Source: an optimization exercise on an open RTL-to-GDS flow (aim: small area). Production flows keep margins and buffers that such runs may drop.
Where RTL was checked, it was by simulation tests only, not by an equivalence proof against the original.
Function not checked in run 1: the RTL went through the layout flow alone.
Power is estimated from default activity; no workload was simulated.

File: design/flow/design.v
`timescale 1ns / 1ps
module top_leds(
  input         clk,
  input         reset,
  input  [76:0] str,
  input         new_string,
  output [15:0] ledsOut
);
  wire [6:0] efect = str[76:70];
  wire load_e = (efect == 7'd51);
  wire efect0 = !((efect == 7'd49) | (efect == 7'd50) | (efect == 7'd51) |
                  (efect == 7'd52) | (efect == 7'd53));
  reg [9:0] rc;
  wire r_idle  = ~|rc;
  wire r_check = &rc;
  always @(posedge clk) begin
    if (reset) rc <= 10'd0;
    else if (r_check) begin
      if (new_string) rc <= 10'd0;
    end else if (r_idle & new_string) rc <= 10'h135;
    else rc <= {rc[8:0], rc[9] ^ rc[6]};
  end
  wire run_efect = r_check;
  wire stable = r_check & ~new_string;    
  reg started, first_buf;
  always @(posedge clk) begin
    if (reset) started <= 1'b0;
    else if (r_idle & new_string) started <= 1'b1;
  end
  always @(posedge clk) begin
    if (r_idle & new_string) first_buf <= ~started;
  end
  localparam S_START = 3'd0, S_1 = 3'd1, S_2 = 3'd2, S_3 = 3'd3, S_4 = 3'd4,
             S_5 = 3'd5, S_3F = 3'd7;
  reg [2:0] cs, nst;
  reg add_1, add_2, reset_1, reset_2, load_crt, reset_new, load_led, rst;
  reg [2:0] vuelta;
  reg [3:0] T;
  reg new_col, done_crt;
  wire top_1 = (vuelta == 3'd5);
  always @(*) begin
    add_1 = 1'b0; add_2 = 1'b0; reset_1 = 1'b0; reset_2 = 1'b0;
    load_crt = 1'b0; reset_new = 1'b0; load_led = 1'b0; rst = 1'b0;
    nst = S_START;
    case (cs)
      S_START: begin
        reset_1 = 1'b1; reset_2 = 1'b1; reset_new = 1'b1; rst = 1'b1;
        nst = ((load_e | efect0) & run_efect) ? S_1 : S_START;
      end
      S_1: begin
        load_crt = 1'b1; reset_new = 1'b1;
        nst = S_2;
      end
      S_2: begin
        if (new_col) nst = efect0 ? S_3F : S_3;
        else if (done_crt) nst = efect0 ? S_1 : S_4;
        else nst = S_2;
      end
      S_3: begin
        reset_new = 1'b1; load_led = 1'b1;
        nst = done_crt ? S_4 : S_2;
      end
      S_3F: begin
        reset_1 = 1'b1; reset_2 = 1'b1; reset_new = 1'b1; load_led = 1'b1;
        nst = done_crt ? S_4 : S_2;
      end
      S_4: begin
        add_1 = 1'b1;
        nst = top_1 ? S_5 : S_1;
      end
      S_5: begin
        add_2 = 1'b1; reset_1 = 1'b1;
        nst = S_1;
      end
      default: nst = S_START;
    endcase
  end
  always @(posedge clk) begin
    if (reset) cs <= S_START;
    else cs <= nst;
  end
  always @(posedge clk) begin
    if (reset || reset_1) vuelta <= 3'd0;
    else if (add_1) vuelta <= vuelta + 1'b1;
  end
  always @(posedge clk) begin
    if (reset || reset_2) T <= 4'd0;
    else if (add_2) T <= T + 1'b1;
  end
  reg [4:0] dv;
  wire tick = &dv;
  always @(posedge clk) begin
    if (reset || rst) dv <= 5'd0;
    else dv <= dv + 1'b1;
  end
  reg [2:0] sl;
  reg [4:0] u;
  wire at79 = sl[2] & sl[0] & u[3] & u[1] & u[0];
  wire u17 = u[4] & u[0];
  wire [2:0] sl_inc = u17 ? sl + 1'b1 : sl;
  wire [4:0] u_inc = u17 ? 5'd1 : u + 1'b1;
  always @(posedge clk) begin
    if (reset || load_crt) begin
      sl <= 3'd0; u <= 5'd17; done_crt <= 1'b0;
    end else if (tick) begin
      if (!at79) begin sl <= sl_inc; u <= u_inc; end
      else done_crt <= 1'b1;
    end
  end
  always @(posedge clk) begin
    if (reset || reset_new) new_col <= 1'b0;
    else if (tick) new_col <= 1'b1;
  end
  wire tick1 = (dv == 5'd30);
  reg [2:0] sl2;
  reg [4:0] u2;
  always @(*) begin
    if ((nst == S_1) | load_crt) begin sl2 = 3'd0; u2 = 5'd17; end
    else if ((tick | tick1) & ~at79) begin sl2 = sl_inc; u2 = u_inc; end
    else begin sl2 = sl; u2 = u; end
  end
  reg [6:0] code2;
  always @(*) begin
    case (sl2)
      3'd0: code2 = 7'd0;
      3'd1: code2 = first_buf ? str[6:0] : 7'd0;
      3'd2: code2 = str[13:7];
      3'd3: code2 = str[20:14];
      3'd4: code2 = str[27:21];
      default: code2 = str[34:28];
    endcase
  end
  reg [10:0] rreg;
  always @(posedge clk) begin
    if (stable) rreg <= {code2, u2[3:0]};
  end
  wire [15:0] word;
  fontrom fr(.code(rreg[10:4]), .col(rreg[3:0]), .q(word));
  reg [15:0] temp;
  reg [3:0] con_tem;
  always @(posedge clk) begin
    if (reset) con_tem <= 4'hf;
    else if (load_led) con_tem <= 4'b0;
    else if (con_tem < T) con_tem <= con_tem + 1'b1;
  end
  always @(posedge clk) begin
    if (load_led) temp <= word;
    else if (con_tem < T) temp <= {temp[0], temp[15:1]};
  end
  assign ledsOut = (con_tem == T) ? temp : 16'b0;
endmodule
module fontrom(input [6:0] code, input [3:0] col, output [15:0] q);
  reg ox, oy; reg [7:0] base; reg [15:0] res;
  always @(*) begin case (code)
    7'd35: {ox,oy} = 2'b01;
    7'd36: {ox,oy} = 2'b01;
    7'd37: {ox,oy} = 2'b11;
    7'd40: {ox,oy} = 2'b10;
    7'd41: {ox,oy} = 2'b10;
    7'd42: {ox,oy} = 2'b01;
    7'd43: {ox,oy} = 2'b01;
    7'd45: {ox,oy} = 2'b01;
    7'd47: {ox,oy} = 2'b11;
    7'd58: {ox,oy} = 2'b01;
    7'd60: {ox,oy} = 2'b01;
    7'd61: {ox,oy} = 2'b10;
    7'd62: {ox,oy} = 2'b01;
    7'd76: {ox,oy} = 2'b10;
    7'd77: {ox,oy} = 2'b10;
    7'd87: {ox,oy} = 2'b10;
    7'd91: {ox,oy} = 2'b10;
    7'd92: {ox,oy} = 2'b11;
    7'd97: {ox,oy} = 2'b10;
    7'd102: {ox,oy} = 2'b10;
    7'd106: {ox,oy} = 2'b10;
    7'd109: {ox,oy} = 2'b10;
    7'd113: {ox,oy} = 2'b10;
    7'd117: {ox,oy} = 2'b10;
    7'd119: {ox,oy} = 2'b10;
    7'd123: {ox,oy} = 2'b10;
    7'd125: {ox,oy} = 2'b10;
    7'd126: {ox,oy} = 2'b01;
    default: {ox,oy} = 2'b00; endcase end
  wire [2:0] m = (ox & ~col[0]) ? col[3:1] - 1'b1 : col[3:1];
  always @(*) begin case ({code,m})
    10'd241: base = 8'h7e;
    10'd242: base = 8'h7e;
    10'd243: base = 8'h1c;
    10'd244: base = 8'h38;
    10'd245: base = 8'h7e;
    10'd246: base = 8'h7e;
    10'd249: base = 8'h7c;
    10'd250: base = 8'h7c;
    10'd251: base = 8'h04;
    10'd252: base = 8'h04;
    10'd253: base = 8'h7c;
    10'd254: base = 8'h78;
    10'd267: base = 8'h5e;
    10'd268: base = 8'h5e;
    10'd274: base = 8'h0e;
    10'd277: base = 8'h0e;
    10'd281: base = 8'h14;
    10'd282: base = 8'h3e;
    10'd283: base = 8'h14;
    10'd284: base = 8'h14;
    10'd285: base = 8'h3e;
    10'd286: base = 8'h14;
    10'd289: base = 8'h24;
    10'd290: base = 8'h2a;
    10'd291: base = 8'h6b;
    10'd292: base = 8'h6b;
    10'd293: base = 8'h2a;
    10'd294: base = 8'h12;
    10'd296: base = 8'h40;
    10'd297: base = 8'h63;
    10'd298: base = 8'h33;
    10'd299: base = 8'h18;
    10'd300: base = 8'h0c;
    10'd301: base = 8'h66;
    10'd302: base = 8'h63;
    10'd305: base = 8'h74;
    10'd306: base = 8'h5e;
    10'd307: base = 8'h4a;
    10'd308: base = 8'h5e;
    10'd309: base = 8'h34;
    10'd310: base = 8'h78;
    10'd314: base = 8'h08;
    10'd315: base = 8'h0e;
    10'd316: base = 8'h06;
    10'd322: base = 8'h3c;
    10'd323: base = 8'h7e;
    10'd324: base = 8'h42;
    10'd330: base = 8'h42;
    10'd331: base = 8'h7e;
    10'd332: base = 8'h3c;
    10'd338: base = 8'h36;
    10'd339: base = 8'h08;
    10'd340: base = 8'h08;
    10'd341: base = 8'h36;
    10'd345: base = 8'h08;
    10'd346: base = 8'h08;
    10'd347: base = 8'h3e;
    10'd348: base = 8'h3e;
    10'd349: base = 8'h08;
    10'd350: base = 8'h08;
    10'd354: base = 8'h40;
    10'd355: base = 8'h70;
    10'd356: base = 8'h30;
    10'd361: base = 8'h08;
    10'd362: base = 8'h08;
    10'd363: base = 8'h08;
    10'd364: base = 8'h08;
    10'd365: base = 8'h08;
    10'd366: base = 8'h08;
    10'd371: base = 8'h60;
    10'd372: base = 8'h60;
    10'd377: base = 8'h30;
    10'd378: base = 8'h18;
    10'd379: base = 8'h0c;
    10'd380: base = 8'h06;
    10'd381: base = 8'h02;
    10'd385: base = 8'h3c;
    10'd386: base = 8'h7e;
    10'd387: base = 8'h52;
    10'd388: base = 8'h4a;
    10'd389: base = 8'h7e;
    10'd390: base = 8'h3c;
    10'd394: base = 8'h44;
    10'd395: base = 8'h7e;
    10'd396: base = 8'h7e;
    10'd397: base = 8'h40;
    10'd401: base = 8'h64;
    10'd402: base = 8'h76;
    10'd403: base = 8'h52;
    10'd404: base = 8'h52;
    10'd405: base = 8'h5e;
    10'd406: base = 8'h4c;
    10'd409: base = 8'h24;
    10'd410: base = 8'h66;
    10'd411: base = 8'h42;
    10'd412: base = 8'h4a;
    10'd413: base = 8'h7e;
    10'd414: base = 8'h34;
    10'd417: base = 8'h1e;
    10'd418: base = 8'h1e;
    10'd419: base = 8'h10;
    10'd420: base = 8'h7c;
    10'd421: base = 8'h7c;
    10'd422: base = 8'h10;
    10'd425: base = 8'h2e;
    10'd426: base = 8'h6a;
    10'd427: base = 8'h4a;
    10'd428: base = 8'h4a;
    10'd429: base = 8'h7a;
    10'd430: base = 8'h32;
    10'd433: base = 8'h3c;
    10'd434: base = 8'h7e;
    10'd435: base = 8'h4a;
    10'd436: base = 8'h4a;
    10'd437: base = 8'h7a;
    10'd438: base = 8'h30;
    10'd441: base = 8'h02;
    10'd442: base = 8'h02;
    10'd443: base = 8'h72;
    10'd444: base = 8'h7e;
    10'd445: base = 8'h0e;
    10'd446: base = 8'h02;
    10'd449: base = 8'h34;
    10'd450: base = 8'h7e;
    10'd451: base = 8'h4a;
    10'd452: base = 8'h4a;
    10'd453: base = 8'h7e;
    10'd454: base = 8'h34;
    10'd457: base = 8'h0c;
    10'd458: base = 8'h5e;
    10'd459: base = 8'h52;
    10'd460: base = 8'h52;
    10'd461: base = 8'h7e;
    10'd462: base = 8'h3c;
    10'd467: base = 8'h36;
    10'd468: base = 8'h36;
    10'd475: base = 8'h76;
    10'd476: base = 8'h36;
    10'd482: base = 8'h08;
    10'd483: base = 8'h1c;
    10'd484: base = 8'h36;
    10'd485: base = 8'h22;
    10'd489: base = 8'h24;
    10'd490: base = 8'h24;
    10'd491: base = 8'h24;
    10'd492: base = 8'h24;
    10'd493: base = 8'h24;
    10'd498: base = 8'h22;
    10'd499: base = 8'h36;
    10'd500: base = 8'h1c;
    10'd501: base = 8'h08;
    10'd505: base = 8'h04;
    10'd506: base = 8'h06;
    10'd507: base = 8'h52;
    10'd508: base = 8'h52;
    10'd509: base = 8'h1e;
    10'd510: base = 8'h0c;
    10'd513: base = 8'h3c;
    10'd514: base = 8'h7e;
    10'd515: base = 8'h42;
    10'd516: base = 8'h5a;
    10'd517: base = 8'h5e;
    10'd518: base = 8'h4c;
    10'd521: base = 8'h7c;
    10'd522: base = 8'h7e;
    10'd523: base = 8'h12;
    10'd524: base = 8'h12;
    10'd525: base = 8'h7e;
    10'd526: base = 8'h7c;
    10'd529: base = 8'h7e;
    10'd530: base = 8'h7e;
    10'd531: base = 8'h4a;
    10'd532: base = 8'h4a;
    10'd533: base = 8'h7e;
    10'd534: base = 8'h34;
    10'd537: base = 8'h3c;
    10'd538: base = 8'h7e;
    10'd539: base = 8'h42;
    10'd540: base = 8'h42;
    10'd541: base = 8'h66;
    10'd542: base = 8'h24;
    10'd545: base = 8'h7e;
    10'd546: base = 8'h7e;
    10'd547: base = 8'h42;
    10'd548: base = 8'h42;
    10'd549: base = 8'h7e;
    10'd550: base = 8'h3c;
    10'd553: base = 8'h7e;
    10'd554: base = 8'h7e;
    10'd555: base = 8'h4a;
    10'd556: base = 8'h4a;
    10'd557: base = 8'h42;
    10'd558: base = 8'h42;
    10'd561: base = 8'h7e;
    10'd562: base = 8'h7e;
    10'd563: base = 8'h0a;
    10'd564: base = 8'h0a;
    10'd565: base = 8'h02;
    10'd566: base = 8'h02;
    10'd569: base = 8'h3c;
    10'd570: base = 8'h7e;
    10'd571: base = 8'h42;
    10'd572: base = 8'h52;
    10'd573: base = 8'h76;
    10'd574: base = 8'h34;
    10'd577: base = 8'h7e;
    10'd578: base = 8'h7e;
    10'd579: base = 8'h08;
    10'd580: base = 8'h08;
    10'd581: base = 8'h7e;
    10'd582: base = 8'h7e;
    10'd586: base = 8'h42;
    10'd587: base = 8'h7e;
    10'd588: base = 8'h7e;
    10'd589: base = 8'h42;
    10'd593: base = 8'h20;
    10'd594: base = 8'h62;
    10'd595: base = 8'h42;
    10'd596: base = 8'h7e;
    10'd597: base = 8'h3e;
    10'd598: base = 8'h02;
    10'd601: base = 8'h7e;
    10'd602: base = 8'h7e;
    10'd603: base = 8'h18;
    10'd604: base = 8'h3c;
    10'd605: base = 8'h66;
    10'd606: base = 8'h42;
    10'd609: base = 8'h7e;
    10'd610: base = 8'h7e;
    10'd611: base = 8'h40;
    10'd612: base = 8'h40;
    10'd613: base = 8'h40;
    10'd616: base = 8'h7e;
    10'd617: base = 8'h7e;
    10'd618: base = 8'h0c;
    10'd619: base = 8'h18;
    10'd620: base = 8'h0c;
    10'd621: base = 8'h7e;
    10'd622: base = 8'h7e;
    10'd625: base = 8'h7e;
    10'd626: base = 8'h7e;
    10'd627: base = 8'h1c;
    10'd628: base = 8'h38;
    10'd629: base = 8'h7e;
    10'd630: base = 8'h7e;
    10'd633: base = 8'h3c;
    10'd634: base = 8'h7e;
    10'd635: base = 8'h42;
    10'd636: base = 8'h42;
    10'd637: base = 8'h7e;
    10'd638: base = 8'h3c;
    10'd641: base = 8'h7e;
    10'd642: base = 8'h7e;
    10'd643: base = 8'h12;
    10'd644: base = 8'h12;
    10'd645: base = 8'h1e;
    10'd646: base = 8'h0c;
    10'd649: base = 8'h3c;
    10'd650: base = 8'h7e;
    10'd651: base = 8'h42;
    10'd652: base = 8'h62;
    10'd653: base = 8'h3e;
    10'd654: base = 8'h5c;
    10'd657: base = 8'h7e;
    10'd658: base = 8'h7e;
    10'd659: base = 8'h12;
    10'd660: base = 8'h12;
    10'd661: base = 8'h7e;
    10'd662: base = 8'h6c;
    10'd665: base = 8'h24;
    10'd666: base = 8'h6e;
    10'd667: base = 8'h42;
    10'd668: base = 8'h42;
    10'd669: base = 8'h76;
    10'd670: base = 8'h34;
    10'd673: base = 8'h02;
    10'd674: base = 8'h02;
    10'd675: base = 8'h7e;
    10'd676: base = 8'h7e;
    10'd677: base = 8'h02;
    10'd678: base = 8'h02;
    10'd681: base = 8'h3e;
    10'd682: base = 8'h7e;
    10'd683: base = 8'h40;
    10'd684: base = 8'h40;
    10'd685: base = 8'h7e;
    10'd686: base = 8'h3e;
    10'd689: base = 8'h1e;
    10'd690: base = 8'h3e;
    10'd691: base = 8'h60;
    10'd692: base = 8'h60;
    10'd693: base = 8'h3e;
    10'd694: base = 8'h1e;
    10'd696: base = 8'h7e;
    10'd697: base = 8'h7e;
    10'd698: base = 8'h30;
    10'd699: base = 8'h18;
    10'd700: base = 8'h30;
    10'd701: base = 8'h7e;
    10'd702: base = 8'h7e;
    10'd705: base = 8'h62;
    10'd706: base = 8'h36;
    10'd707: base = 8'h1c;
    10'd708: base = 8'h1c;
    10'd709: base = 8'h36;
    10'd710: base = 8'h62;
    10'd713: base = 8'h06;
    10'd714: base = 8'h0e;
    10'd715: base = 8'h78;
    10'd716: base = 8'h78;
    10'd717: base = 8'h0e;
    10'd718: base = 8'h06;
    10'd721: base = 8'h62;
    10'd722: base = 8'h72;
    10'd723: base = 8'h5a;
    10'd724: base = 8'h4e;
    10'd725: base = 8'h46;
    10'd726: base = 8'h42;
    10'd730: base = 8'h7e;
    10'd731: base = 8'h7e;
    10'd732: base = 8'h42;
    10'd737: base = 8'h02;
    10'd738: base = 8'h06;
    10'd739: base = 8'h0c;
    10'd740: base = 8'h18;
    10'd741: base = 8'h30;
    10'd747: base = 8'h42;
    10'd748: base = 8'h7e;
    10'd749: base = 8'h7e;
    10'd754: base = 8'h04;
    10'd755: base = 8'h02;
    10'd756: base = 8'h02;
    10'd757: base = 8'h06;
    10'd758: base = 8'h04;
    10'd761: base = 8'h40;
    10'd762: base = 8'h40;
    10'd763: base = 8'h40;
    10'd764: base = 8'h40;
    10'd765: base = 8'h40;
    10'd766: base = 8'h40;
    10'd770: base = 8'h06;
    10'd771: base = 8'h0e;
    10'd772: base = 8'h08;
    10'd776: base = 8'h38;
    10'd777: base = 8'h7c;
    10'd778: base = 8'h44;
    10'd779: base = 8'h44;
    10'd780: base = 8'h3c;
    10'd781: base = 8'h7c;
    10'd782: base = 8'h40;
    10'd785: base = 8'h7f;
    10'd786: base = 8'h7f;
    10'd787: base = 8'h44;
    10'd788: base = 8'h44;
    10'd789: base = 8'h7c;
    10'd790: base = 8'h38;
    10'd793: base = 8'h38;
    10'd794: base = 8'h7c;
    10'd795: base = 8'h44;
    10'd796: base = 8'h44;
    10'd797: base = 8'h6c;
    10'd798: base = 8'h28;
    10'd801: base = 8'h38;
    10'd802: base = 8'h7c;
    10'd803: base = 8'h44;
    10'd804: base = 8'h44;
    10'd805: base = 8'h7f;
    10'd806: base = 8'h7f;
    10'd809: base = 8'h38;
    10'd810: base = 8'h7c;
    10'd811: base = 8'h54;
    10'd812: base = 8'h54;
    10'd813: base = 8'h5c;
    10'd814: base = 8'h48;
    10'd817: base = 8'h08;
    10'd818: base = 8'h7c;
    10'd819: base = 8'h7e;
    10'd820: base = 8'h0a;
    10'd821: base = 8'h02;
    10'd825: base = 8'h18;
    10'd826: base = 8'hbc;
    10'd827: base = 8'ha4;
    10'd828: base = 8'ha4;
    10'd829: base = 8'hfc;
    10'd830: base = 8'h7c;
    10'd833: base = 8'h7f;
    10'd834: base = 8'h7f;
    10'd835: base = 8'h04;
    10'd836: base = 8'h04;
    10'd837: base = 8'h7c;
    10'd838: base = 8'h78;
    10'd843: base = 8'h7d;
    10'd844: base = 8'h7d;
    10'd849: base = 8'h40;
    10'd850: base = 8'hc0;
    10'd851: base = 8'h80;
    10'd852: base = 8'hfd;
    10'd853: base = 8'h7d;
    10'd857: base = 8'h7f;
    10'd858: base = 8'h7f;
    10'd859: base = 8'h18;
    10'd860: base = 8'h38;
    10'd861: base = 8'h6c;
    10'd862: base = 8'h44;
    10'd866: base = 8'h3f;
    10'd867: base = 8'h7f;
    10'd868: base = 8'h40;
    10'd869: base = 8'h40;
    10'd872: base = 8'h7c;
    10'd873: base = 8'h7c;
    10'd874: base = 8'h04;
    10'd875: base = 8'h78;
    10'd876: base = 8'h04;
    10'd877: base = 8'h7c;
    10'd878: base = 8'h78;
    10'd881: base = 8'h7c;
    10'd882: base = 8'h7c;
    10'd883: base = 8'h04;
    10'd884: base = 8'h04;
    10'd885: base = 8'h7c;
    10'd886: base = 8'h78;
    10'd889: base = 8'h38;
    10'd890: base = 8'h7c;
    10'd891: base = 8'h44;
    10'd892: base = 8'h44;
    10'd893: base = 8'h7c;
    10'd894: base = 8'h38;
    10'd897: base = 8'hfc;
    10'd898: base = 8'hfc;
    10'd899: base = 8'h24;
    10'd900: base = 8'h24;
    10'd901: base = 8'h3c;
    10'd902: base = 8'h18;
    10'd904: base = 8'h18;
    10'd905: base = 8'h3c;
    10'd906: base = 8'h24;
    10'd907: base = 8'h24;
    10'd908: base = 8'hfc;
    10'd909: base = 8'hfc;
    10'd910: base = 8'h40;
    10'd913: base = 8'h7c;
    10'd914: base = 8'h7c;
    10'd915: base = 8'h08;
    10'd916: base = 8'h04;
    10'd917: base = 8'h0c;
    10'd918: base = 8'h08;
    10'd921: base = 8'h48;
    10'd922: base = 8'h5c;
    10'd923: base = 8'h54;
    10'd924: base = 8'h54;
    10'd925: base = 8'h74;
    10'd926: base = 8'h20;
    10'd929: base = 8'h04;
    10'd930: base = 8'h3e;
    10'd931: base = 8'h7e;
    10'd932: base = 8'h44;
    10'd933: base = 8'h64;
    10'd934: base = 8'h20;
    10'd936: base = 8'h3c;
    10'd937: base = 8'h7c;
    10'd938: base = 8'h40;
    10'd939: base = 8'h40;
    10'd940: base = 8'h3c;
    10'd941: base = 8'h7c;
    10'd942: base = 8'h40;
    10'd945: base = 8'h1c;
    10'd946: base = 8'h3c;
    10'd947: base = 8'h60;
    10'd948: base = 8'h60;
    10'd949: base = 8'h3c;
    10'd950: base = 8'h1c;
    10'd952: base = 8'h3c;
    10'd953: base = 8'h7c;
    10'd954: base = 8'h40;
    10'd955: base = 8'h3c;
    10'd956: base = 8'h40;
    10'd957: base = 8'h7c;
    10'd958: base = 8'h7c;
    10'd961: base = 8'h44;
    10'd962: base = 8'h0c;
    10'd963: base = 8'h10;
    10'd964: base = 8'h10;
    10'd965: base = 8'h0c;
    10'd966: base = 8'h44;
    10'd969: base = 8'h1c;
    10'd970: base = 8'hbc;
    10'd971: base = 8'ha0;
    10'd972: base = 8'ha0;
    10'd973: base = 8'hfc;
    10'd974: base = 8'h7c;
    10'd977: base = 8'h44;
    10'd978: base = 8'h64;
    10'd979: base = 8'h74;
    10'd980: base = 8'h5c;
    10'd981: base = 8'h4c;
    10'd982: base = 8'h44;
    10'd987: base = 8'h3c;
    10'd988: base = 8'h66;
    10'd989: base = 8'h42;
    10'd995: base = 8'h7e;
    10'd996: base = 8'h7e;
    10'd1001: base = 8'h42;
    10'd1002: base = 8'h66;
    10'd1003: base = 8'h3c;
    10'd1009: base = 8'h08;
    10'd1010: base = 8'h04;
    10'd1011: base = 8'h0c;
    10'd1012: base = 8'h18;
    10'd1013: base = 8'h10;
    10'd1014: base = 8'h08;
    default: base = 8'h00; endcase end
  always @(*) begin case ({code,col})
    11'd484: res = 16'h0001;
    11'd485: res = 16'h0001;
    11'd486: res = 16'h0001;
    11'd487: res = 16'h0001;
    11'd488: res = 16'h0001;
    11'd489: res = 16'h0001;
    11'd490: res = 16'h0001;
    11'd491: res = 16'h0001;
    11'd500: res = 16'h0004;
    11'd501: res = 16'h0004;
    11'd502: res = 16'h0004;
    11'd503: res = 16'h0004;
    11'd504: res = 16'h0004;
    11'd505: res = 16'h0004;
    11'd506: res = 16'h0004;
    11'd507: res = 16'h0004;
    11'd609: res = 16'h0c00;
    11'd622: res = 16'h30c0;
    11'd675: res = 16'h1c38;
    11'd678: res = 16'h0e70;
    11'd679: res = 16'h0240;
    11'd680: res = 16'h0240;
    11'd681: res = 16'h0e70;
    11'd684: res = 16'h1c38;
    11'd979: res = 16'h0240;
    11'd980: res = 16'h0240;
    11'd981: res = 16'h0240;
    11'd982: res = 16'h0240;
    11'd983: res = 16'h0240;
    11'd984: res = 16'h0240;
    11'd985: res = 16'h0240;
    11'd986: res = 16'h0240;
    11'd987: res = 16'h0240;
    11'd988: res = 16'h0240;
    11'd1330: res = 16'h0048;
    11'd1331: res = 16'h0048;
    11'd1332: res = 16'h0100;
    11'd1333: res = 16'h0100;
    11'd1334: res = 16'h0180;
    11'd1335: res = 16'h0180;
    11'd1336: res = 16'h0180;
    11'd1337: res = 16'h0180;
    11'd1338: res = 16'h0080;
    11'd1339: res = 16'h0080;
    11'd1507: res = 16'h0030;
    11'd1509: res = 16'h000c;
    11'd1510: res = 16'h0030;
    11'd1511: res = 16'h0002;
    11'd1512: res = 16'h0002;
    11'd1513: res = 16'h0002;
    11'd1924: res = 16'h3800;
    11'd1925: res = 16'h1c00;
    11'd1926: res = 16'h0cc0;
    11'd1927: res = 16'h0480;
    11'd1928: res = 16'h0480;
    11'd1929: res = 16'h0cc0;
    11'd1930: res = 16'h1c00;
    11'd1931: res = 16'h3800;
    11'd1971: res = 16'h0180;
    11'd1972: res = 16'h0180;
    11'd1973: res = 16'h0180;
    11'd1974: res = 16'h0180;
    11'd1977: res = 16'h0240;
    11'd1978: res = 16'h0240;
    11'd2005: res = 16'h0240;
    11'd2006: res = 16'h0240;
    11'd2009: res = 16'h0180;
    11'd2010: res = 16'h0180;
    11'd2011: res = 16'h0180;
    11'd2012: res = 16'h0180;
    default: res = 16'h0000; endcase end
  wire [15:0] dbl = {base[7],base[7],base[6],base[6],base[5],base[5],base[4],base[4],base[3],base[3],base[2],base[2],base[1],base[1],base[0],base[0]};
  assign q = (oy ? {dbl[14:0],1'b0} : dbl) ^ res;
endmodule
File: design/flow/flow/run.sh
#!/bin/bash
# Own layout flow: the standard flow (standard.sh) with two changes.
#  1. Synthesis is the standard synthesis script, except that its one
#     technology-mapping ABC call runs flow/abc_area_deep.script (deep AIG
#     optimisation, then area-only mapping) instead of ORFS's abc_area.script.
#     Registers come from the same Yosys steps, so they are the standard ones.
#  2. Port buffers use the smallest buffer cell, sky130_fd_sc_hd__buf_1.
# Each step's output goes to a log file of its own in the work folder (and
# ORFS's own per-step logs stay under orfs/logs/).
set -euo pipefail
W=$(pwd)
F=$W/flow
{
  echo "proc abc {args} {"
  echo "  set i [lsearch -exact \$args -script]"
  echo "  if {\$i >= 0} { lset args [expr {\$i + 1}] {$F/abc_area_deep.script} }"
  echo "  yosys abc {*}\$args"
  echo "}"
  cat "$W/synth_recipe.tcl"
} > "$W/own_synth.tcl"
bash "$W/standard.sh" SYNTH_SCRIPT="$W/own_synth.tcl" synth > "$W/log_1_synth.txt" 2>&1
export BUFFER_PORTS_ARGS="-buffer_cell sky130_fd_sc_hd__buf_1"
bash "$W/standard.sh" finish > "$W/log_2_layout.txt" 2>&1
File: design/flow/flow/abc_area_deep.script
strash
&get -n
&deepsyn -T 240
&put
dch
amap
topo
File: design/flow/standard.sh
#!/bin/bash
# synth_recipe.tcl (not shown) runs the flow's synth.tcl, then flattens the netlist and writes it again
# the make line also repeats each setting of config.mk as NAME=value (left out here)
make -C /OpenROAD-flow-scripts/flow DESIGN_CONFIG=/design/flow/config.mk WORK_HOME=/design/flow/orfs CLKGATE_MAP_FILE= SYNTH_SCRIPT=/design/flow/synth_recipe.tcl "${@:-finish}"
File: design/flow/config.mk
export PLATFORM = sky130hd
export DESIGN_NAME = top_leds
export DESIGN_NICKNAME = top_leds
export VERILOG_FILES = /design/flow/design.v
export SDC_FILE = /design/flow/constraint.sdc
export NUM_CORES = 4
export LEC_CHECK = 0
export ABC_AREA = 1
export CAP_MARGIN = 20
export CORE_MARGIN = 2
export CORE_UTILIZATION = 40
export SLEW_MARGIN = 20
export SYNTH_MEMORY_MAX_BITS = 65536
File: design/flow/constraint.sdc
create_clock -name core_clock -period 10.0 [get_ports {clk}]
set_input_delay 2.0000 -clock core_clock [delete_from_list [all_inputs] [get_ports {clk}]]
set_output_delay 2.0000 -clock core_clock [all_outputs]
set_load 0.01 [all_outputs]
==> flow_summary.ini, run 1 <==
[hold_path]
hold_class = reg2reg
holdPathEnd = rc[1]
hold_depth = 2
hp-start = rc[0]

[clock_tree]
cts_tree = built
clkSlewWorstSetupHoldPaths_ps = 70
clockRootBuffer = clkbuf_16
numCtsBuffers = 9
clock_path_buffers = 2
clk-insertion-delay-late_ps = 340
cts_resized = 0
cts.sinks = 70
ctsHoldBuffers = 0
htree_num_levels = 3
post_cts_buffers = 0

[routing]
vias = 8817
drtIter0Drc = 1557
via_per_inst = 6.77
route.detailed.drc = 0
drtPass1Iterations = 6
ant_nets = 0
wl_per_cell_um = 26.9
wirelength_mm = 35.1

[sta]
period_needed_ps = 6990
maxSlewViolCount = 0
final-hold-violation-count = 0
skew_ps = 8.95
max_slew_margin_pct = 30.8
timing.fmax_ghz = 0.143
setup_viol = 0
tightestPinTransition_ps = 1030
tns_ps = 0
rsz0062_at_grt = false
fin_crit_sh_pct = 69.9

[synthesis]
ys_warn_count = 2
yosysSeqAreaShare_pct = 25.9
synthMuxAreaShare_pct = 0
synth_compound_area_share_pct = 32.1
synth_cell_types = 48
synth_flop_cell = dfxtp_1
syn_inst = 992
synthSimpleGateAreaFrac_pct = 28.7
netlist_area_mm2 = 0.00650
postSynthAreaPerCell_um2 = 6.55
async_reset_ff_share_pct = 0
synth_top_family_by_area = compound AO/OA/AOI/OAI gates
synth_edf_count = 28
syn_nets = 1095
ys_ff_latch = 70
synthAdderAreaFrac_pct = 4.43
synthXorXnorAreaFrac_pct = 0.135

[power_and_ir_drop]
powerDensity_mw_per_mm2 = 115
intPower_w = 0.000593
leakage_nw = 2.54
netSwitchingPower_w = 0.000257
clkPwrFrac_pct = 37.4
swShare_pct = 30.2
pwr-share-seq_pct = 45.8
share_comb_of_total_power_pct = 16.8
irDropWorstVdd_mv = 0.130

[setup_path]
cp_common_cell = clkinv_1
reg2reg_from = rreg[0]
r2r_cells = 22
critPathLaunchType = flop
critPathRequiredTime_ps = 10060
endpoint_kind = flop
max_stage_delay_ps = 830
rrSetupSlack_ps = 3010
cp_cell_sequence = nor2b_1 -> clkinv_1 -> o22ai_1 -> buf_4 -> clkinv_1 -> ha_1 -> clkinv_1 -> nor2_1 -> clkinv_1 -> o21ai_0 -> nor2_1 -> nor2_1 -> a21oi_1 -> a31oi_1 -> o21ai_0 -> o311a_1 -> nor4_1 -> clkinv_1 -> o22ai_1 -> nor2_1 -> o21ai_0 -> o21ai_0
critPathKind = reg2reg
cp.arrival_ps = 7050
r2r_end = temp[6]
cp_max_fo = 13
crit_path_top_delay_cell = nor2_1

[die]
pin_count = 96
initial_core_util_pct = 40.9
die_area_mm2 = 0.0173
design.core.area_mm2 = 0.0159
fp.dieW_um = 131
placementRows = 46
die_h_um = 131

[cells_and_area]
nets = 1184
drive_gt1_share_pct = 3.13
final_cell_area_mm2 = 0.00742
antenna_cells = 0
area.growth.synth_to_final_pct = 14.2
nFillCells = 1642

[job]
cap_violations = 0

[global_route]
grt_pass1_vias = 8126
antenna_found_initial = 0
track_usage_pct = 39.8
grt_max_degree = 24
grt_pass1_wl_mm = 51.4
grt.overflow.total = 0

[run_status]
status = finished clean

[placed_design]
post_dp_cell_area_mm2 = 0.00713
gp_routability_congestion = 1.09
dp_hpwl_mm = 26.4
portBuffers = 60
## power groups by stage
stage                     Combinational, W  Sequential, W  Clock, W
after floorplan                   0.000105       0.000385         0
after detailed placement          0.000142       0.000394         0
final                             0.000143       0.000389  0.000318
after CTS                         0.000143       0.000389  0.000319
after global placement            0.000129       0.000391         0
after global routing              0.000164       0.000395  0.000332
## flip-flops by register name, indices dropped and copies added (netlist names), 3 cells and up
register	cells
dv	5
vuelta	3
u	5
rreg	11
sl	3
con_tem	4
temp	16
cs	3
T	4
rc	10
## stage by stage
step / utilization, % / std cells / worst slack (ps) / hold WS (ps) / power [W]
3_5_place_dp: 44.9 / 1286 / 3440 / 433 / 0.000537
3_3_place_gp: 44.9 / 1286 / 3320 / 425 / 0.000520
4_1_cts: 46.7 / 1302 / 3430 / 443 / 0.000851
5_1_grt: 46.7 / 1302 / 2930 / 475 / 0.000891
2_1_floorplan: - / 992 / 4630 / 411 / 0.000489
6_report: 46.7 / 1302 / 3010 / 446 / 0.000850
## worst max-delay path by stage
stage	from	to
after floorplan	rreg[2]	temp[10]
after global placement	rreg[2]	temp[6]
after detailed placement	rreg[0]	temp[6]
after CTS	rreg[0]	temp[6]
after global routing	rreg[2]	temp[10]
final	rreg[0]	temp[6]
## placed cells by master (no fill, tap or decap), types with 4 or more instances in the layout
cell,n
ha_1,23
o21ai_0,77
buf_4,18
o311ai_0,4
a221oi_1,11
o31ai_1,4
nand4_1,4
dfxtp_1,42
nor2_1,243
o221ai_1,10
nand2_1,75
nand3_1,14
and3_1,5
a22oi_1,9
nor2b_1,16
o21a_1,9
or4_1,11
a211oi_1,15
clkinv_1,152
edfxtp_1,28
a2111oi_0,17
nor3_1,41
nor4_1,18
a31oi_1,16
o22ai_1,33
o211ai_1,6
a21oi_1,59
a222oi_1,9
clkbuf_16,9
o32ai_1,6
buf_1,60
## synthesized netlist by cell type (all sizes together) (2+ instances only)
| library cell | number | area share [%] |
|---|---|---|
| nand3 | 14 | 1.1 |
| a22oi | 9 | 1.0 |
| nor2b | 16 | 1.5 |
| a211oi | 15 | 1.7 |
| o21a | 9 | 1.0 |
| nand2 | 75 | 4.3 |
| a31oi | 16 | 1.5 |
| or4 | 11 | 1.3 |
| nand4 | 4 | 0.38 |
| edfxtp | 28 | 13 |
| o211ai | 6 | 0.69 |
| o311a | 3 | 0.46 |
| a221o | 2 | 0.31 |
| nor4 | 18 | 1.7 |
| o311ai | 4 | 0.54 |
| dfxtp | 42 | 13 |
| or3 | 3 | 0.29 |
| a21oi | 59 | 4.5 |
| a222oi | 9 | 1.4 |
| o32a | 2 | 0.31 |
| nor2 | 243 | 14 |
| ha | 23 | 4.4 |
| clkinv | 152 | 8.8 |
| o221ai | 10 | 1.3 |
| o22ai | 33 | 3.2 |
| o32ai | 6 | 0.81 |
| a311oi | 3 | 0.40 |
| a211o | 2 | 0.27 |
| o31ai | 4 | 0.46 |
| a2111o | 3 | 0.52 |
| a2111oi | 17 | 2.3 |
| o22a | 3 | 0.40 |
| o21ai | 78 | 6.0 |
| o41a | 2 | 0.35 |
| and3 | 5 | 0.48 |
| a221oi | 11 | 1.5 |
| nor3 | 41 | 3.2 |
## logic make-up (layout without fill, tap and decap cells)
| family | Yosys count | after routing |
|---|---|---|
| and+or+nand+nor | 433 | 433 |
| AOI/OAI and AO/OA | 313 | 313 |
| buffers and inverters | 152 | 246 |
| DFF | 70 | 70 |
| adders and majority gates | 23 | 23 |
| xor gates and xnor gates | 1 | 1 |
## critical path: cells and delay by family, from the launching register on
kind | cells | cell delay (ps)
AOI/OAI and AO/OA | 9 | 1490
adders and majority gates | 1 | 680
and+or+nand+nor | 6 | 2130
DFF | 1 | 490
buffers and inverters | 6 | 1890
## per-layer routing
metal / wire, um / track usage [%]
met1: 13200 / 50.2
met2: 14800 / 60.4
met3: 4770 / 12.5
met4: 2240 / 21.3
met5: 0 / 0
## layout make-up
type | instances | area, um2 | area share, %
tap | 216 | 270 | 3.64
multi-input combinational | 770 | 4250 | 57.2
sequential | 70 | 1680 | 22.7
clock inverter | 7 | 65.1 | 0.877
inverter | 152 | 571 | 7.69
timing repair buffer | 78 | 360 | 4.86
clock buffer | 9 | 225 | 3.04
==> inputs of run 2 (changes only) <==
--- a/design/flow/design.v
+++ b/design/flow/design.v
@@ -30,13 +30,15 @@
   always @(posedge clk) begin
     if (r_idle & new_string) first_buf <= ~started;
   end
+  reg [4:0] dv;
+  wire tick = &dv;
+  wire done_crt, new_col;
   localparam S_START = 3'd0, S_1 = 3'd1, S_2 = 3'd2, S_3 = 3'd3, S_4 = 3'd4,
              S_5 = 3'd5, S_3F = 3'd7;
   reg [2:0] cs, nst;
   reg add_1, add_2, reset_1, reset_2, load_crt, reset_new, load_led, rst;
   reg [2:0] vuelta;
   reg [3:0] T;
-  reg new_col, done_crt;
   wire top_1 = (vuelta == 3'd5);
   always @(*) begin
     add_1 = 1'b0; add_2 = 1'b0; reset_1 = 1'b0; reset_2 = 1'b0;
@@ -87,8 +89,6 @@
     if (reset || reset_2) T <= 4'd0;
     else if (add_2) T <= T + 1'b1;
   end
-  reg [4:0] dv;
-  wire tick = &dv;
   always @(posedge clk) begin
     if (reset || rst) dv <= 5'd0;
     else dv <= dv + 1'b1;
@@ -96,21 +96,19 @@
   reg [2:0] sl;
   reg [4:0] u;
   wire at79 = sl[2] & sl[0] & u[3] & u[1] & u[0];
-  wire u17 = u[4] & u[0];
+  wire u17 = u[4] & u[0] & ~u[1];
   wire [2:0] sl_inc = u17 ? sl + 1'b1 : sl;
   wire [4:0] u_inc = u17 ? 5'd1 : u + 1'b1;
   always @(posedge clk) begin
     if (reset || load_crt) begin
-      sl <= 3'd0; u <= 5'd17; done_crt <= 1'b0;
+      sl <= 3'd0; u <= 5'd17;
     end else if (tick) begin
       if (!at79) begin sl <= sl_inc; u <= u_inc; end
-      else done_crt <= 1'b1;
+      else u[4] <= 1'b1;
     end
   end
-  always @(posedge clk) begin
-    if (reset || reset_new) new_col <= 1'b0;
-    else if (tick) new_col <= 1'b1;
-  end
+  assign done_crt = sl[2] & sl[0] & u[4];
+  assign new_col = ~|dv;
   wire tick1 = (dv == 5'd30);
   reg [2:0] sl2;
   reg [4:0] u2;
--- a/design/flow/flow/run.sh
+++ b/design/flow/flow/run.sh
@@ -4,6 +4,8 @@
 #     technology-mapping ABC call runs flow/abc_area_deep.script (deep AIG
 #     optimisation, then area-only mapping) instead of ORFS's abc_area.script.
 #     Registers come from the same Yosys steps, so they are the standard ones.
+#     Yosys's extract_fa is skipped too, so ABC maps the few counters as
+#     plain logic instead of fixed half-adder cells.
 #  2. Port buffers use the smallest buffer cell, sky130_fd_sc_hd__buf_1.
 # Each step's output goes to a log file of its own in the work folder (and
 # ORFS's own per-step logs stay under orfs/logs/).
@@ -16,6 +18,7 @@
   echo "  if {\$i >= 0} { lset args [expr {\$i + 1}] {$F/abc_area_deep.script} }"
   echo "  yosys abc {*}\$args"
   echo "}"
+  echo "proc extract_fa {args} {}"
   cat "$W/synth_recipe.tcl"
 } > "$W/own_synth.tcl"
 bash "$W/standard.sh" SYNTH_SCRIPT="$W/own_synth.tcl" synth > "$W/log_1_synth.txt" 2>&1
--- a/design/flow/config.mk
+++ b/design/flow/config.mk
@@ -8,6 +8,9 @@
 export ABC_AREA = 1
 export CAP_MARGIN = 20
 export CORE_MARGIN = 2
-export CORE_UTILIZATION = 40
+export CORE_UTILIZATION = 50
+export CTS_BUF_LIST = sky130_fd_sc_hd__clkbuf_8
+export CTS_CLUSTER_SIZE = 24
+export GPL_TIMING_DRIVEN = 0
 export SLEW_MARGIN = 20
 export SYNTH_MEMORY_MAX_BITS = 65536
==> run 2 against run 1 <==
Effect of this change:
- still clean on timing, DRC and antenna
- area after synthesis down 7.8%
- non-clock buffer count decreased by 15
- die area decreased by 25%
- setup slack worse by 1700 ps
- first-iteration DRC count increased by 16%
==> flow_summary.ini, run 2 <==
[run_status]
status = finished clean

[die]
fp.dieW_um = 113
placementRows = 39
pin_count = 96
initial_core_util_pct = 51.8
die_area_mm2 = 0.0129
die_h_um = 113
design.core.area_mm2 = 0.0116

[setup_path]
crit_path_top_delay_cell = nor2_1
reg2reg_from = rreg[1]
critPathLaunchType = flop
cp.arrival_ps = 8830
r2r_end = temp[4]
cp_common_cell = nor2_1
max_stage_delay_ps = 760
rrSetupSlack_ps = 1270
cp_max_fo = 13
r2r_cells = 29
critPathKind = reg2reg
endpoint_kind = flop
critPathRequiredTime_ps = 10100

[power_and_ir_drop]
share_comb_of_total_power_pct = 16.7
leakage_nw = 2.11
powerDensity_mw_per_mm2 = 105
netSwitchingPower_w = 0.000221
pwr-share-seq_pct = 49.5
irDropWorstVdd_mv = 0.183
clkPwrFrac_pct = 33.8
swShare_pct = 31.7
intPower_w = 0.000477

[synthesis]
synth.top_cells.by_count = nor2_1, clkinv_1, nand2_1
yosysTopAreaCellShare_pct = 14.4
syn_inst = 926
synth_edf_count = 28
yosys-top-cells-area = nor2_1, edfxtp_1, dfxtp_1
postSynthAreaPerCell_um2 = 6.47
yosysTopAreaCell = nor2_1
syn_nets = 1006
synth_most_common_cell = nor2_1
netlist_area_mm2 = 0.00599
synth_flop_cell = dfxtp_1
yosysSeqAreaShare_pct = 27.4
synth_cell_types = 48
ys_ff_latch = 68
async_reset_ff_share_pct = 0
ys_warn_count = 2

[routing]
wl_per_cell_um = 25.0
vias = 8484
route.detailed.drc = 0
ant_nets = 0
drtIter0Drc = 1808
via_per_inst = 7.39
drtPass1Iterations = 16
wirelength_mm = 28.7

[sta]
rsz0062_at_grt = false
tns_ps = 0
skew_ps = 15.2
fin_crit_sh_pct = 87.3
tightestPinTransition_ps = 1250
setup_viol = 0
period_needed_ps = 8730
maxSlewViolCount = 0
timing.fmax_ghz = 0.115
max_slew_margin_pct = 16.6
final-hold-violation-count = 0

[global_route]
grt_pass1_vias = 7890
grt.overflow.total = 0
antenna_found_initial = 0
grt_max_degree = 26
track_usage_pct = 44.2
grt_pass1_wl_mm = 43.6

[clock_tree]
ctsHoldBuffers = 0
htree_num_levels = 3
cts_resized = 0
cts_tree = built
clkSlewWorstSetupHoldPaths_ps = 90
post_cts_buffers = 0
numCtsBuffers = 9
clockRootBuffer = clkbuf_8
clock_path_buffers = 2
cts.sinks = 68
clk-insertion-delay-late_ps = 370

[placed_design]
dp_hpwl_mm = 20.7
gp_routability_congestion = 1.19
portBuffers = 60

[cells_and_area]
final_common_cell = nor2_1
regMostFlops = temp
antenna_cells = 0
largest_reg_flops = 16
final_cell_mix = nor2_1, clkinv_1, nand2_1
area.growth.synth_to_final_pct = 10.6
drive_gt1_share_pct = 2.19
nets = 1080
reg.largest.list = temp: 16 flops, rreg: 11 flops, rc: 10 flops
fin_util_pct = 57.3

[hold_path]
holdPathEnd = started
hold_depth = 2
hp-start = started
hold_class = reg2reg

[job]
cap_violations = 0
## run 2: kinds of logic after synthesis
group / after synthesis / share of synthesized area (%)
and+or+nand+nor: 429 / 31.1
AOI/OAI and AO/OA: 282 / 32.3
DFF: 68 / 27.4
buffers and inverters: 147 / 9.21
## run 2: per-layer routing
metal | wire length, um | vias to the layer above | share of wire (%) | GRT usage, %
li1 | - | 3553 | - | -
met1 | 9780 | 3746 | 34 | 51.7
met2 | 12000 | 904 | 42 | 68.2
met3 | 4480 | 281 | 16 | 18.6
met4 | 2490 | 0 | 8.7 | 25.3
met5 | 0 | - | 0 | 0.784
## run 2: how the worst max path moves through the flow
stage / startpoint / cells after the start / to / slack (ps)
CTS: rreg[1] / 29 / temp[4] / 2100
finish: rreg[1] / 29 / temp[4] / 1270
floorplan: str[71] / 20 / fr.oy / 4390
detailed placement: rreg[1] / 29 / temp[4] / 2140
global placement: rreg[1] / 19 / temp[8] / 1030
global route: rreg[1] / 29 / temp[4] / 1410
## run 2: final cells by class
class                      count  area, um2
multi-input combinational    711       3810
sequential                    68       1640
clock buffer                   9        124
tap                          143        179
fill                        1058       4930
timing repair buffer          63        255
inverter                     147        552
clock inverter                 7       71.3
## run 2: through the flow
step	std cells	hold WS, ps	setup slack (ps)	cell area [um2]	total power (W)
floorplan	926	411	4390	5990	0.000424
finish	1148	468	1270	6630	0.000699
CTS	1148	467	2100	6630	0.000692
global route	1148	496	1410	6630	0.000725
detailed placement	1132	443	2140	6440	0.000460
global placement	1129	426	1030	6400	0.000447
## run 2: worst max-delay path, delay by kind of cell (launching register included)
family	cells	cell delay (ps)
AOI/OAI and AO/OA	11	2450
and+or+nand+nor	12	3270
buffers and inverters	6	2290
DFF	1	430
## run 2: power groups by stage
stage          sequential, W  combinational, W  clock (W)
2_1_floorplan       0.000342         0.0000816          0
3_3_place_gp        0.000347          0.000101          0
3_5_place_dp        0.000350          0.000110          0
4_1_cts             0.000344          0.000113   0.000235
5_1_grt             0.000348          0.000128   0.000248
6_report            0.000346          0.000116   0.000236
==> inputs of run 3 (changes only) <==
--- a/design/flow/config.mk
+++ b/design/flow/config.mk
@@ -8,9 +8,8 @@
 export ABC_AREA = 1
 export CAP_MARGIN = 20
 export CORE_MARGIN = 2
-export CORE_UTILIZATION = 50
+export CORE_UTILIZATION = 40
 export CTS_BUF_LIST = sky130_fd_sc_hd__clkbuf_8
 export CTS_CLUSTER_SIZE = 24
-export GPL_TIMING_DRIVEN = 0
 export SLEW_MARGIN = 20
 export SYNTH_MEMORY_MAX_BITS = 65536
==> run 3 against run 2 <==
Effect of this change:
- critical path type unchanged
- register-to-register slack better by 1200 ps
- synthesized cell count is the same
- sequential share of layout area decreased by 0.57 points
- worst hold slack worse by 25 ps
- clock-buffer cell count unchanged
- still clean
- largest cell class unchanged
- combinational power fell by 6%
- first-iteration DRC count fell by 38%
- flip-flop and latch count unchanged
- non-clock buffer count is 15 higher
- area after synthesis unchanged
- final cell count increased by 4.9%
==> flow_summary.ini, run 3 <==
[run_status]
status = finished clean

[power_and_ir_drop]
powerDensity_mw_per_mm2 = 103
leakage_nw = 2.19
irDropWorstVdd_mv = 0.137
fin_total_pwr_w = 0.000696

[cells_and_area]
largest_reg_flops = 16
final_common_cell = nor2_1
area.growth.synth_to_final_pct = 13.3
nets = 1095
final_cell_mix = nor2_1, clkinv_1, nand2_1
regMostFlops = temp
nFillCells = 1523
drive_gt1_share_pct = 3.33
final_cell_area_mm2 = 0.00679
reg.largest.list = temp: 16 flops, rreg: 11 flops, rc: 10 flops
antenna_cells = 0

[global_route]
grt.overflow.total = 0
grt_pass1_wl_mm = 42.9
track_usage_pct = 35.1
grt_pass1_vias = 7318
antenna_found_initial = 0
grt_max_degree = 26

[setup_path]
cp.arrival_ps = 7620
critPathRequiredTime_ps = 10110
cp_common_cell = nor2_1
cp_max_fo = 13
crit_path_top_delay_cell = clkinv_1
endpoint_kind = flop
max_stage_delay_ps = 640
critPathKind = reg2reg
critPathLaunchType = flop

[die]
initial_core_util_pct = 41.1
pin_count = 96
fp.dieW_um = 126
placementRows = 44
die_h_um = 126
die_area_mm2 = 0.0160
design.core.area_mm2 = 0.0146

[routing]
wl_per_cell_um = 23.9
wirelength_mm = 28.7
ant_nets = 0
via_per_inst = 6.70
drtIter0Drc = 1127
vias = 8070
route.detailed.drc = 0
drtPass1Iterations = 10

[synthesis]
ys_ff_latch = 68
synth.top_cells.by_count = nor2_1, clkinv_1, nand2_1
netlist_area_mm2 = 0.00599
postSynthAreaPerCell_um2 = 6.47
syn_inst = 926
synth_cell_types = 48
ys_warn_count = 2
synth_flop_cell = dfxtp_1
syn_nets = 1006
synth_edf_count = 28
yosys-top-cells-area = nor2_1, edfxtp_1, dfxtp_1
yosysSeqAreaShare_pct = 27.4
async_reset_ff_share_pct = 0
yosysTopAreaCell = nor2_1
synth_most_common_cell = nor2_1
yosysTopAreaCellShare_pct = 14.4

[clock_tree]
clk-insertion-delay-late_ps = 370
cts.sinks = 68
cts_tree = built
post_cts_buffers = 0
numCtsBuffers = 9
cts_resized = 0
clockRootBuffer = clkbuf_8
ctsHoldBuffers = 0
clock_path_buffers = 2
htree_num_levels = 3
clkSlewWorstSetupHoldPaths_ps = 90

[placed_design]
dp_hpwl_mm = 21.6
portBuffers = 60
post_dp_cell_area_mm2 = 0.00658
gp_routability_congestion = 1.17

[sta]
tightestPinTransition_ps = 974
setup_viol = 0
hold_ws_ps = 443
period_needed_ps = 7520
timing.fmax_ghz = 0.133
rsz0062_at_grt = false
tns_ps = 0
skew_ps = 18.3
maxSlewViolCount = 0
final-hold-violation-count = 0
max_slew_margin_pct = 34.9
fin_crit_sh_pct = 75.2

[job]
cap_violations = 0

[hold_path]
hold_class = reg2reg
[run 3: changes by cell type in the layout (fill, tap and decap cells not counted), moves of 2 or more]
cell,before,now
buf_4,1,18
buf_6,2,0
nor2_1,227,230
nor2_2,3,0
[run 3: final timing paths]
check	start	endpoint	slack, ps	cells after the start
hold / removal	started	started	440	2
hold reg to reg	started	started	440	2
setup / recovery	rreg[1]	temp[4]	2480	30
setup reg to reg	rreg[1]	temp[4]	2480	30
[run 3: critical path: cells and delay by family, from the launching register on]
kind            cells  cell delay (ps)
flops               1              400
compound gates     11             2460
simple gates       12             2500
buf+inv             7             1890
[run 3: area by class of cell]
type | count | area [um2] | share of cell area, %
clock buffers | 9 | 124 | 1.82
multi-input cells | 711 | 3800 | 56.0
flip-flops and latches | 68 | 1640 | 24.2
inverters | 147 | 552 | 8.13
well taps | 184 | 230 | 3.39
clock inverters | 7 | 80.1 | 1.18
repair buffers | 78 | 360 | 5.31
[run 3: logic make-up (layout without fill, tap and decap cells)]
family | Yosys count | count (layout) | share of synthesized area [%]
AND/OR/NAND/NOR | 429 | 429 | 31.1
buffers and inverters | 147 | 241 | 9.21
AO/OA/AOI/OAI | 282 | 282 | 32.3
flip-flops | 68 | 68 | 27.4
[run 3: report_power, final]
group	internal (W)	total (W)	switching, W
clock network	0.000120	0.000244	0.000124
registers	0.000321	0.000343	0.0000225
logic	0.0000395	0.000109	0.0000696
[run 3: metrics by stage]
stage                     worst slack [ps]  cells  util (%)
after global routing                  2300   1204      46.5
after floorplan                       4390    926         -
after CTS                             2950   1204      46.5
final                                 2480   1204      46.5
after global placement                2810   1188      45.1
after detailed placement              3020   1188      45.1
[run 3: per-layer routing]
metal	vias to the layer above	GRT usage, %	part of all wire, %
li1	3586	-	-
met3	206	13.2	14
met1	3610	43.3	38
met2	668	51.7	40
met5	-	0	0
met4	0	21.5	8.0

[port drivers added, routing unchanged]
In the flow no input, the clock included, has a driving cell. The finished layouts below were timed again as built, in two steps. Step 1, drivers: a clkbuf_16 drives clk and a buf_2 each remaining input, both assumed. Step 2 also shifts input and output timing later by t, the mid clock arrival at the registers, as if the neighbouring blocks saw the same clock. a / b / c = ideal / step 1 / step 2; a / b = the first two.
| run | shift t [ns] | setup WS [ns] | worst setup path after step 2 | worst data-port slew with drivers (ns) | cell pins on the clock port's net |
|---|---|---|---|---|---|
| run 1 | 0.381 | 3.010 / 3.010 / 3.010 | register to register | 0.05 | 1 |
| run 2 | 0.404 | 1.271 / 1.271 / 1.271 | register to register | 0.03 | 1 |
| run 3 | 0.397 | 2.484 / 2.484 / 2.484 | register to register | 0.03 | 1 |
After both steps every run listed still meets setup and hold.
